Background: an optimization exercise with open tools, aiming at small area and a short achievable clock period. Do not read the settings as production practice. The RTL was checked by simulation tests, not by an equivalence proof against the original design.

==> harbor: inputs <==
Design neuron_intra_Nbits, start of the top module:
module neuron_intra_Nbits #(
parameter N = 16,
parameter N_INPUTS = 16,
parameter LOG_N_INPUTS = 4
) (
    input  wire                         clk,
    input  wire                         rst,
    input  wire                         en,
    input  wire signed [N*N_INPUTS-1:0] W,
    input  wire signed [N*N_INPUTS-1:0] X_N,
    output reg signed [         N-1:0] Out
);
Settings: LEC_CHECK=0, CAP_MARGIN=40, CORE_MARGIN=2, CORE_UTILIZATION=40, SLEW_MARGIN=60, SYNTH_HIERARCHICAL=1, SYNTH_MINIMUM_KEEP_SIZE=0; clock period 14.0 ns.
standard.sh (not shown) runs the stock make flow with config.mk's settings and CLKGATE_MAP_FILE= SYNTH_SCRIPT=/design/flow/synth_recipe.tcl, a recipe that flattens the netlist after the stock synthesis.
==> flow/flow/run.sh <==
#!/bin/bash
# Own layout flow: the standard flow (standard.sh: unchanged synthesis,
# constraints and steps), except that the port buffers that buffer_ports adds
# to every input and output are sky130_fd_sc_hd__buf_2 rather than the tool's
# default pick (clkdlybuf4s50_1, a slow delay cell twice the area).
# make's and each tool's full output goes to standard_finish.log here; ORFS
# also keeps a log per step under orfs/logs/.
set -euo pipefail
bash standard.sh "BUFFER_PORTS_ARGS=-buffer_cell sky130_fd_sc_hd__buf_2" finish > standard_finish.log 2>&1
test -s out/final.def
==> zinc (differences from harbor) <==
==> flow/flow/run.sh (replaced) <==
#!/bin/bash
# Own layout flow: the standard flow (standard.sh: unchanged synthesis,
# constraints and steps) with these changes in how the layout is made:
#  - the port buffers that buffer_ports adds to every input and output are
#    sky130_fd_sc_hd__buf_2 rather than the tool's default pick
#    (clkdlybuf4s50_1, a slow delay cell twice the area);
#  - the repair_timing run after clock-tree synthesis aims for 7.8 ns of setup
#    slack, and the one after global routing for 7.7 ns (SETUP_SLACK_MARGIN),
#    so the resizer keeps shortening the worst paths after they meet the
#    14 ns clock. Floorplan and placement keep the default margin.
# make's and each tool's full output goes to the standard_*.log files here;
# ORFS also keeps a log per step under orfs/logs/.
set -euo pipefail
BP="BUFFER_PORTS_ARGS=-buffer_cell sky130_fd_sc_hd__buf_2"
bash standard.sh "$BP" place > standard_place.log 2>&1
bash standard.sh "$BP" SETUP_SLACK_MARGIN=7.8 cts > standard_cts.log 2>&1
bash standard.sh "$BP" SETUP_SLACK_MARGIN=7.7 finish > standard_finish.log 2>&1
test -s out/final.def
==> tundra (differences from harbor) <==
==> flow/flow/run.sh (replaced) <==
#!/bin/bash
# Own layout flow: the standard flow (standard.sh: unchanged synthesis,
# constraints and steps) with these changes in how the layout is made:
#  - the port buffers that buffer_ports adds to every input and output are
#    sky130_fd_sc_hd__buf_2 rather than the tool's default pick
#    (clkdlybuf4s50_1, a slow delay cell twice the area);
#  - the repair_timing run after clock-tree synthesis aims for 7.6 ns of setup
#    slack, and the one after global routing for 7.5 ns (SETUP_SLACK_MARGIN),
#    so the resizer keeps shortening the worst paths after they meet the
#    14 ns clock. Floorplan and placement keep the default margin.
# make's and each tool's full output goes to the standard_*.log files here;
# ORFS also keeps a log per step under orfs/logs/.
set -euo pipefail
BP="BUFFER_PORTS_ARGS=-buffer_cell sky130_fd_sc_hd__buf_2"
bash standard.sh "$BP" place > standard_place.log 2>&1
bash standard.sh "$BP" SETUP_SLACK_MARGIN=7.6 cts > standard_cts.log 2>&1
bash standard.sh "$BP" SETUP_SLACK_MARGIN=7.5 finish > standard_finish.log 2>&1
test -s out/final.def
==> results.sh <==
export IMPL_clk_share=0.0216
export IMPL_postCtsSetupBuffers=52
export IMPL_status="complete, no violations"
export IMPL_route_vias_total=85100
export IMPL_cp_endpoint="pend[0]"
export IMPL_startpoint="cs[33]"
export IMPL_critPathBufInv=1
export IMPL_n_all_inverters=390
export IMPL_rsz0062_at_grt="true"
the above is filed under zinc

==> results.sh <==
export IMPL_route_vias_total=84000
export IMPL_status="complete, no violations"
export IMPL_dominant_cells="multi-input combinational cells"
export IMPL_timing_max_cap_violations=0
export IMPL_clk_share=0.0226
export IMPL_ys_ff_latch=513
export IMPL_startpoint="cs[82]"
export IMPL_grtUsageMet3=0.107
export IMPL_critPathBufInv=0
export IMPL_postLayoutCoreUtil=0.430
export IMPL_rsz0062_at_grt="false"
export IMPL_postCtsSetupBuffers=0
the above is filed under harbor

==> results.sh <==
export IMPL_n_all_inverters=389
export IMPL_critPathBufInv=2
export IMPL_route_vias_total=84300
export IMPL_fin_setup_tns_ns=0
export IMPL_postCtsSetupBuffers=14
export IMPL_numSequentialCells=513
export IMPL_grt_pass1_vias=81800
export IMPL_largest_reg_flops=481
export IMPL_cp_endpoint="cs[319]"
export IMPL_status="complete, no violations"
export IMPL_startpoint="X_N[141]"
export IMPL_clk_share=0.0223
the above is filed under tundra

==> afterwards: timing with drivers on the ports <==
How much do the figures lean on ideal ports? The routed layouts below were timed once more, with nothing changed but the port constraints.
Step 1 sets driving cells, clkbuf_16 on the clock port and buf_2 on the other inputs (assumed; they add their load-dependent delay and slew).
Step 2 adds t to the input delays and takes it off the output delays; t is the mean of the earliest and latest rising clock arrival at the registers after step 1. Input paths then give back, and output paths get back, about the clock's delay inside the block.
a / b / c = no drivers / after step 1 / after step 2; a / b = the first two.
run | t, ns | slack for setup (ns) | worst setup path at the end | worst register clock-pin slew, ns | worst slew at a driven data input, ns
harbor | 0.805 | 6.722 / 6.722 / 6.077 | input to register | 0.08 / 0.08 | 0.13
zinc | 0.804 | 7.652 / 7.640 / 6.835 | input to register | 0.09 / 0.09 | 0.14
tundra | 0.807 | 7.424 / 7.494 / 6.687 | input to register | 0.09 / 0.09 | 0.14
After both steps every run listed still meets setup and hold. The setup slack of zinc, which loses most, moves by -0.012 ns with the drivers and by -0.817 ns with both steps.
